Source: an optimization exercise on an open RTL-to-GDS flow (aim: small area). Production flows keep margins and buffers that such runs may drop.
Function was checked by simulation only, so behaviour that the tests miss may differ from the original.
Power and IR drop assume default switching activity.

[flow/run.sh]
#!/bin/bash
# synth_recipe.tcl (not shown) runs the flow's synth.tcl, then flattens the netlist and writes it again
# the make line also repeats each setting of config.mk as NAME=value (left out here)
make -C /OpenROAD-flow-scripts/flow DESIGN_CONFIG=/design/flow/config.mk WORK_HOME=/design/flow/orfs CLKGATE_MAP_FILE= SYNTH_SCRIPT=/design/flow/synth_recipe.tcl finish
[flow/config.mk]
export PLATFORM = sky130hd
export DESIGN_NAME = smg_interface_demo
export DESIGN_NICKNAME = smg_interface_demo
export VERILOG_FILES = /design/flow/design.v
export SDC_FILE = /design/flow/constraint.sdc
export NUM_CORES = 4
export LEC_CHECK = 0
export CAP_MARGIN = 20
export CORE_MARGIN = 2
export CORE_UTILIZATION = 40
export SLEW_MARGIN = 20
[flow/constraint.sdc]
create_clock -name core_clock -period 10.0 [get_ports {CLK}]
set_input_delay 2.0000 -clock core_clock [delete_from_list [all_inputs] [get_ports {CLK}]]
set_output_delay 2.0000 -clock core_clock [all_outputs]
set_load 0.01 [all_outputs]
[flow/design.v]
`timescale 1ns / 1ps
module uart(
            input          mclk,    
            input          rst_n,           
            input  [ 3:0]  baud_set,      
            input  [7:0]  data_byte,    
            input          send_en,      
            output  reg   rs232_tx,     
            output  reg   tx_done       
    );
reg           uart_state;
reg   [15:0]  bps_DR;    
reg           bps_clk;    
reg    [15:0] div_cnt;    
reg    [ 3:0] bps_cnt;    
reg    [7:0] r_data_byte;   
parameter START_BIT = 0,
            STOP_BIT = 1;
 always @(posedge mclk or negedge rst_n)
 begin
     if(!rst_n)
          bps_DR <= 16'b0;    
      else 
      begin
      case(baud_set)
        0: bps_DR <= 31; 
        1: bps_DR <= 2603; 
        2: bps_DR <= 1302; 
        3: bps_DR <= 867; 
        default: bps_DR <= 5207; 
        endcase
        end
 end
 always @(posedge mclk, negedge rst_n)
 begin
    if(!rst_n)
    begin
        bps_clk <= 1'b0;
        div_cnt <= 1'b0;
    end
    else if(uart_state)
    begin
        if(div_cnt == bps_DR) 
        begin
            bps_clk <= 1;
            div_cnt <= 0;
        end
        else
        begin
            bps_clk <= 0;
            div_cnt <= div_cnt + 1;
        end
    end
 end               
	 always @(posedge mclk or negedge rst_n) 
 begin
    if(!rst_n)
        bps_cnt <= 0;
    else if(tx_done)
        bps_cnt <= 0;
    else 
    begin
        if (bps_cnt == 11)
            bps_cnt <= 0;
        else if(bps_clk)
            bps_cnt <= bps_cnt + 1;
        else 
            bps_cnt <= bps_cnt;
    end
 end
always @(posedge mclk or negedge rst_n)
      begin
         if(!rst_n)
             r_data_byte <= 8'b0;
         else if(send_en == 1)           
             r_data_byte <= data_byte;       
      end
 always @(posedge mclk or negedge rst_n)
      begin
         if(!rst_n)
             rs232_tx <= 0;
         else 
         begin
             case(bps_cnt)
             0:rs232_tx <= 1; 
             1:rs232_tx <= START_BIT;
             2:rs232_tx <= r_data_byte[0];
             3:rs232_tx <= r_data_byte[1];
             4:rs232_tx <= r_data_byte[2];
             5:rs232_tx <= r_data_byte[3];
             6:rs232_tx <= r_data_byte[4];
             7:rs232_tx <= r_data_byte[5];
             8:rs232_tx <= r_data_byte[6];
             9:rs232_tx <= r_data_byte[7];    
              10:rs232_tx <= STOP_BIT;
             default:rs232_tx <= 1;
             endcase
         end
      end   
  always @(posedge mclk or negedge rst_n)
  begin
          if(!rst_n)
                  tx_done <= 0;
           else if(bps_cnt == 14)
                  tx_done <= 1;
                else
                  tx_done <= 0;
  end    
  always @(posedge mclk or negedge rst_n)
      begin
         if(!rst_n)
             uart_state <= 0;
         else if(send_en)
             uart_state <= 1;
         else if(tx_done)
             uart_state <= 0;
         else 
             uart_state <= uart_state;
     end
endmodule
module smg_control_module
(
    input CLK,
    input RSTn,
    input [23:0]Number_Sig,
    output [3:0]Number_Data
);
    parameter T1MS = 6'd49;             
    reg [5:0]C1;
    always @ ( posedge CLK or negedge RSTn )
        if( !RSTn )
            C1 <= 6'd0;
        else if( C1 == T1MS )
            C1 <= 6'd0;
        else
            C1 <= C1 + 1'b1;
    reg [3:0]i;
    reg [3:0]rNumber;
    always @ ( posedge CLK or negedge RSTn )
        if( !RSTn )
            begin
                i <= 4'd0;
                rNumber <= 4'd0;
            end
        else  begin
            case( i )
                0:
                if( C1 == T1MS ) i <= i + 1'b1;
                else rNumber <= Number_Sig[23:20];    
                1:
                if( C1 == T1MS ) i <= i + 1'b1;
                else rNumber <= Number_Sig[19:16];    
                2:
                if( C1 == T1MS ) i <= i + 1'b1;
                else rNumber <= Number_Sig[15:12];    
                3:
                if( C1 == T1MS ) i <= i + 1'b1;
                else rNumber <= Number_Sig[11:8];     
                4:
                if( C1 == T1MS ) i <= i + 1'b1;
                else rNumber <= Number_Sig[7:4];      
                5:
                if( C1 == T1MS ) i <= 4'd0;
                else rNumber <= Number_Sig[3:0];      
            endcase
        end
    assign Number_Data = rNumber;
endmodule
module smg_scan_module
(
    input CLK,
    input RSTn,
    output [5:0]Scan_Sig
);
    parameter T1MS = 6'd49;             
    reg [5:0]C1;
    always @ ( posedge CLK or negedge RSTn )
        if( !RSTn )
            C1 <= 6'd0;
        else if( C1 == T1MS )
            C1 <= 6'd0;
        else
            C1 <= C1 + 1'b1;
    reg [3:0]i;
    reg [5:0]rScan;
    always @ ( posedge CLK or negedge RSTn )
        if( !RSTn )
            begin
                i <= 4'd0;
                rScan <= 6'b100_000;
            end
        else
            case( i )
                0:
                if( C1 == T1MS ) i <= i + 1'b1;
                else rScan <= 6'b011_111;     
                1:
                if( C1 == T1MS ) i <= i + 1'b1;
                else rScan <= 6'b101_111;     
                2:
                if( C1 == T1MS ) i <= i + 1'b1;
                else rScan <= 6'b110_111;     
                3:
                if( C1 == T1MS ) i <= i + 1'b1;
                else rScan <= 6'b111_011;     
                4:
                if( C1 == T1MS ) i <= i + 1'b1;
                else rScan <= 6'b111_101;     
                5:
                if( C1 == T1MS ) i <= 4'd0;
                else rScan <= 6'b111_110;     
            endcase
    assign Scan_Sig = rScan;
endmodule
module smg_encode_module
(
    input CLK,
    input RSTn,
    input [3:0]Number_Data,
    output [7:0]SMG_Data
);
    parameter _0 = 8'b1100_0000, _1 = 8'b1111_1001, _2 = 8'b1010_0100,
              _3 = 8'b1011_0000, _4 = 8'b1001_1001, _5 = 8'b1001_0010,
              _6 = 8'b1000_0010, _7 = 8'b1111_1000, _8 = 8'b1000_0000,
              _9 = 8'b1001_0000,_X = 8'b1011_1111;
    reg [7:0]rSMG;
    always @ ( posedge CLK or negedge RSTn )
        if( !RSTn )
            begin
                rSMG <= 8'b1111_1111;
            end
        else
            case( Number_Data )
                4'd0 : rSMG <= _0;
                4'd1 : rSMG <= _1;
                4'd2 : rSMG <= _2;
                4'd3 : rSMG <= _3;
                4'd4 : rSMG <= _4;
                4'd5 : rSMG <= _5;
                4'd6 : rSMG <= _6;
                4'd7 : rSMG <= _7;
                4'd8 : rSMG <= _8;
                4'd9 : rSMG <= _9;
                4'd10 : rSMG <= _X;
                default : ;
            endcase
    assign SMG_Data = rSMG;
endmodule
module smg_interface
(
    input CLK,
    input RSTn,
    input [23:0]Number_Sig,
    output [7:0]SMG_Data,
    output [5:0]Scan_Sig
);
    wire [3:0]Number_Data;
    smg_control_module U1
    (
        .CLK( CLK ),
        .RSTn( RSTn ),
        .Number_Sig( Number_Sig ),     
        .Number_Data( Number_Data )    
    );
    smg_encode_module U2
    (
        .CLK( CLK ),
        .RSTn( RSTn ),
        .Number_Data( Number_Data ),   
        .SMG_Data( SMG_Data )          
    );
    smg_scan_module U3
    (
        .CLK( CLK ),
        .RSTn( RSTn ),
        .Scan_Sig( Scan_Sig )          
    );
endmodule
module demo_control_module(
	input clk,
	input rst,
	input confirm,
	input key,
	output [23:0]number_sig,
	output [3:0]led,
	output [7:0]data,
	output flag_reg_8s
);
reg  key_confirm , key_key;
reg [9:0] count;
always@(posedge clk)
begin if(!rst)
	begin
		count <= 10'd0;
		key_confirm <= 1'b1;
		key_key <= 1'b1;
	end
		else
begin if(count == 10'd999)
     begin
       count <= 10'b0;
		 key_confirm <= confirm ;
		 key_key <= key;
     end
	    else  count <= count +10'b1;
		 end  end
reg  led_guide;
reg [4:0]count_confirm;
reg flag_confirm;
always@(posedge clk)
if(!rst) begin count_confirm <= 0;  led_guide<= 1; flag_confirm <= 1; end
else begin case(key_confirm)
			  1'b0: begin if(flag_confirm)  begin
					 count_confirm <= count_confirm +1'b1; flag_confirm<=0; led_guide <= led_guide +1'b1; end
							  else count_confirm <= count_confirm ; end
			  1'b1: begin flag_confirm <= 1; end
            endcase  end
reg [7:0]count_key;
reg flag_key;
always@(posedge clk)
if(!rst) begin count_key[7:0] <= 0; flag_key <= 1; end
else begin case(key_key)
			  1'b0: begin if(flag_key) begin
					 count_key[count_confirm] <= 1'b1; flag_key <= 0; end
									else count_key<= count_key ; end
				1'b1:begin flag_key <= 1; end
				endcase end
reg flag_led1, flag_led2, flag_final;
always@(posedge clk)
if(!rst) begin  flag_led1 <= 0; flag_led2 <= 0; flag_final <= 0; end
else  case(count_confirm)
		5'd4:     begin flag_led1 <= 1; flag_led2 <= 0; flag_final <= 0; end
		5'd8:     begin flag_led1 <= 0; flag_led2 <= 1; flag_final <= 1; end
		default : begin flag_led1 <= 0; flag_led2 <= 0; flag_final <= 0; end
      endcase
reg led_reg1, led_reg2;
assign led={(flag_led1|led_reg1),(flag_led2^led_reg2)};
reg [3:0]number1;
reg flag_record1;
always@(posedge clk)
	if(!rst)
	begin number1 <= 0;   flag_record1 <= 1; end
	else if(flag_led1&flag_record1)
	     begin number1 <= count_key[3:0]; flag_record1 <= 0; end
reg [3:0]number2;
reg flag_record2;
always@(posedge clk)
	if(!rst)
	begin number2 <= 0;   flag_record2 <= 1; end
	else if(flag_led2&flag_record2)
		  begin number2 <= count_key[7:4]; flag_record2 <= 0; end
reg [3:0]number_large;
reg flag_1,flag_2,flag_m;
always@(posedge clk)
	if((!rst)|(!flag_final)) begin number_large <= 0; flag_1 <=0; flag_2<=0; flag_m <=0; end
	else if(number1 > number2) begin number_large <= number1; flag_1 <=1; flag_m <=0; flag_2 <=0;end
			else if( number1 == number2) begin number_large <= number1 ; flag_m <= 1;flag_1 <=0; flag_2 <=0; end
					else begin number_large <= number2; flag_2 <= 1; flag_m <=0; flag_1 <=0;end
reg [23:0] lins;
always@(posedge clk)
begin
lins[3:0] <= number_large;
lins[19:16] <= number2;
lins[23:20] <= number1;
lins[11:8] <=number_large;
lins[15:12] <= 4'd10;
lins[7:4] <=4'd10;
end
reg flag;
always@(posedge clk) begin
if(!rst)
begin flag <= 0; end
else if(count_confirm > 5'd7) begin flag <= 1; end
end
reg flag_8s;
reg [18:0] counter;
reg [15:0]count05;
always@(posedge clk) begin
if(!flag) begin counter <= 0; flag_8s <= 0; count05 <= 0; end
else begin  count05 <= count05 + 1'b1;
				if(counter == 19'd399999) begin
				flag_8s <= 1;
				counter <=0;
				end
				else counter <= counter +1'b1; end
		end
always@(posedge clk)  begin
if(!rst) begin led_reg1 <= 0; led_reg2 <= 0; end
else begin if(count05< 16'd34500) begin
		case({flag_1,flag_2,flag_m})
		3'b100: begin led_reg1 <= 1; led_reg2 <= 0; end
		3'b010: begin led_reg1 <= 0; led_reg2 <= 1; end
		3'b001: begin led_reg1 <= 1; led_reg2 <= 1; end
		default: ;
		endcase  end
		else begin led_reg1 <= 0; led_reg2 <= 0;  end end end
assign flag_reg_8s = flag_8s;
assign number_sig[23:0] = lins[23:0] ;
assign data = {4'd0,lins[11:8]};
endmodule
module smg_interface_demo
(
    input CLK,                       
    input RSTn,                      
    input R1,                        
    input key,                       
    output [7:0]SMG_Data,            
    output [5:0]Scan_Sig,            
    output [3:0] led,
    output rx                        
);
wire flag_8s;
wire rst_int = RSTn & ~flag_8s;
    wire [23:0]Number_Sig;
    wire [7:0] data;
    demo_control_module U1
    (
        .clk( CLK ),
        .rst( rst_int ),
        .confirm(R1),
        .key(key),
        .number_sig( Number_Sig ),
        .led(led),
        .data(data),
        .flag_reg_8s(flag_8s)
    );
    smg_interface U2
    (
        .CLK( CLK ),
        .RSTn( rst_int ),
        .Number_Sig( Number_Sig ),
        .SMG_Data( SMG_Data ),
        .Scan_Sig( Scan_Sig )
    );
    uart u_uart(
    .mclk(CLK),
    .rst_n(RSTn),
    .baud_set(4'd1),
    .data_byte(data),
    .send_en(1'd1),
    .rs232_tx(rx),
    .tx_done()
    );
endmodule
==> reports/results.txt <==
count leader, synth -> nor2_1
max_slew headroom -> 31.2%
Hold Crit Class -> flop to flop
Slew @ Worst Pin -> 1.02 ns
cell area after synthesis -> 7010 um^2
Hold-fix buffers, CTS -> 0
register area share after synthesis -> 51.1%
share of cells above drive strength 1 -> 6.68%
core area -> 17200 um^2
Inserted Diodes -> 0
vias -> 5105
Post-CTS Setup Repair Bufs -> 0
# setup viols final -> 0
Port Buffers -> 19
Fin. Hold Viols -> 0
unrepaired setup endpoints after global routing -> false
total track usage -> 14.7%
status -> finished clean
post-DR vias/cell -> 5.16
maximum root-to-sink buffer count -> 2
largest net degree at the start of global routing -> 44
first drt pass iteration count -> 4
post-route clock period utilization -> 43.4%
P_leak -> 3.01 nW
CTS clk-pin slew, worst paths -> 0.06 ns
number of placement rows -> 48
PostCTS Resize Cnt -> 0
Distinct cells, synth -> 65
mean post-synth cell area -> 9.48 um^2
drt first-iter violations -> 270
Max VDD drop -> 0.000129 V
Finished Core Util -> 46.2%
initial core utilization -> 40.7%
Power per Cell Area -> 179 nW/um^2
post-route cell area -> 7960 um^2
Residual DRC -> 0
Startpoint Class -> input pin
per-cell routed wire length -> 13.0 um
die area -> 18600 um^2
DP Area -> 7380 um^2
TritonCTS Sinks -> 162
CP Class -> input pin to flop
Final nets -> 773
top cells by count, synth -> 100 x nor2_1, 97 x dfxtp_1, 57 x dfrtp_1, 54 x nand2_1
#FFs+latches synth -> 162
chip width -> 136 um
Synth Instances -> 739
Synth Warn # -> 5
CTS root buf -> clkbuf_16
MaxCap Viol Count -> 0
Die Y -> 136 um
H-tree depth -> 4
clk_skew -> 0.00996 ns
total CTS buffers -> 17
number of enable flip-flop cells after synthesis -> 0
Final Wtd Congestion -> 0.829
Async S/R FF share, synth -> 40.1%
CP Max Fanout -> 43
Most used DFF post-synth -> dfxtp_1
vias in the first global route -> 4919
maximum operating frequency -> 0.230 GHz
Skew-Pair Late Insertion Delay -> 0.42 ns
crit path DAT -> 4.68 ns
share of the synthesized area in the top cell type -> 27.7%
CTS tree -> built
Routed Wire Length -> 12.9 mm
gr ovfl total -> 0
count of final max-slew check failures -> 0
global-route wire length before repair -> 22.2 mm
Worst EP required -> 10.34 ns
post-route ant nets -> 0
# IOs -> 23
post-synth top area cell -> dfxtp_1
Fin Setup TNS -> 0 ns
minimum clock period -> 4.34 ns
initial antenna violation count -> 0
HPWL after detailed placement -> 8.91 mm
Setup crit end kind -> flop
top cells by area, synth -> dfxtp_1 28%, dfrtp_1 20%, nor2_1 5.4%, xnor2_1 5.0%, xor2_1 3.9%
P&R area growth vs syn -> 13.6%
-- flip-flops by register name, indices dropped and copies added, names as in the netlist, 4 cells and up --
register	cells
U1.counter	19
U1.count05	16
u_uart.div_cnt	16
U1.lins	12
U1.count	10
U1.count_key	8
U2.U2.rSMG	7
U2.U1.C1	6
U2.U3.C1	6
U2.U3.rScan	6
U1.count_confirm	5
U1.number1	4
U1.number2	4
U1.number_large	4
U2.U1.i	4
U2.U1.rNumber	4
U2.U3.i	4
u_uart.bps_cnt	4
u_uart.r_data_byte	4
-- layout make-up --
type / instances / area (um^2)
Multi-Input combinational cell: 525 / 3230
Timing Repair Buffer: 21 / 205
Sequential cell: 162 / 3580
Inverter: 24 / 90.1
Clock inverter: 8 / 75.1
Fill cell: 1592 / 9280
Tap cell: 225 / 282
Clock buffer: 24 / 504
-- logic make-up after synthesis --
logic type,after synthesis,share of synthesized area (%)
adder cells (fa/ha/maj),18,3.21
other,2,0.107
AND/OR/NAND/NOR,318,23.0
buffers and inverters,54,3.07
AO/OA/AOI/OAI,108,9.82
XOR/XNOR,71,8.87
multiplexers,6,0.893
flip-flops,162,51.1
-- power breakdown --
group | internal (mW) | switching, mW
logic | 0.0441 | 0.0489
clock network | 0.378 | 0.248
registers | 0.673 | 0.0325
total | 1.09 | 0.329
-- path summary, 6_finish.rpt --
check | slack (ns) | from | cells after the start | endpoint
max reg2reg | 7.71 | U1.flag_8s$_SDFFE_PN0N_ | 5 | U1.led_reg2$_SDFFE_PN0P_
max | 5.66 | RSTn | 7 | U1.led_reg2$_SDFFE_PN0P_
max in group asynchronous | 6.20 | RSTn | 5 | U2.U2.rSMG[0]$_DFFE_PN1P_
min reg2reg | 0.33 | U1.number_large[1]$_SDFF_PP0_ | 0 | U1.lins[9]$_DFF_P_
min | 0.33 | U1.number_large[1]$_SDFF_PP0_ | 0 | U1.lins[9]$_DFF_P_
min in group asynchronous | 0.92 | U1.flag_8s$_SDFFE_PN0N_ | 2 | U2.U1.i[2]$_DFFE_PN0P_
-- placed cells by master (no fill, tap or decap), types with 3 or more instances in the layout --
master / Yosys / routed
a21oi_1: 29 / 29
a22o_1: 3 / 3
a22oi_1: 3 / 3
a31oi_1: 6 / 6
and2_1: 6 / 6
and3_1: 8 / 8
and4_1: 5 / 5
clkbuf_1: 25 / 4
clkbuf_16: 0 / 19
clkdlybuf4s50_1: 0 / 19
clkinv_2: 0 / 4
conb_1: 2 / 4
dfrtp_1: 57 / 57
dfstp_2: 8 / 8
dfxtp_1: 97 / 97
ha_1: 18 / 18
inv_1: 22 / 22
mux2i_1: 4 / 4
nand2_1: 54 / 54
nand2b_1: 12 / 12
nand3_1: 40 / 40
nand3b_1: 7 / 7
nand4_1: 16 / 16
nor2_1: 100 / 100
nor2b_1: 7 / 7
nor3_1: 25 / 25
nor4_1: 14 / 14
nor4bb_1: 4 / 4
o21a_1: 4 / 4
o21ai_0: 29 / 29
o31ai_1: 6 / 6
or3_1: 4 / 4
or4_1: 5 / 5
xnor2_1: 40 / 40
xor2_1: 31 / 31
-- layer usage --
metal / vias up / GRT usage, % / share of wire (%)
met5: - / 0 / 0
met4: 0 / 5.90 / 1.2
met3: 15 / 3.73 / 2.9
li1: 2597 / - / -
met1: 2434 / 17.9 / 47
met2: 59 / 24.7 / 49
-- worst max-delay path: stages --
cell and delay (ns):
clkdlybuf4s50_1 0.45, buf_4 0.33, nand2b_1 0.55, inv_2 0.43
buf_4 0.50, o211ai_1 0.19, a211oi_1 0.19
-- metrics by stage --
step	instances	power, mW	setup WS (ns)	hold slack, ns
CTS	989	1.44	5.54	0.331
global placement	957	0.807	5.19	0.320
global route	989	1.49	5.24	0.335
floorplan	741	0.783	6.05	0.310
detailed placement	957	0.812	5.09	0.318
finish	989	1.42	5.66	0.334

-- afterwards: timing with drivers on the ports --
In the flow no input, the clock included, has a driving cell. The finished layout below was timed again as built, in two steps. Step 1: set_driving_cell puts a clkbuf_16 on CLK and a buf_2 on each other input, an assumption about the parent block. Step 2 times the ports against the registers' clock, not the clock port: input delays grow and output delays shrink by t, the midpoint of the rising clock arrivals with the driver on. a / b / c = ideal ports / drivers / drivers and shift; a / b = the first two.
shift t [ns]: 0.461
slack for setup (ns): 5.658 / 5.674 / 5.213
pins driven straight from the clock port: 1
After both steps this run still meets setup and hold. For this run, drivers alone change the setup slack by +0.016 ns; drivers and shift together by -0.445 ns.
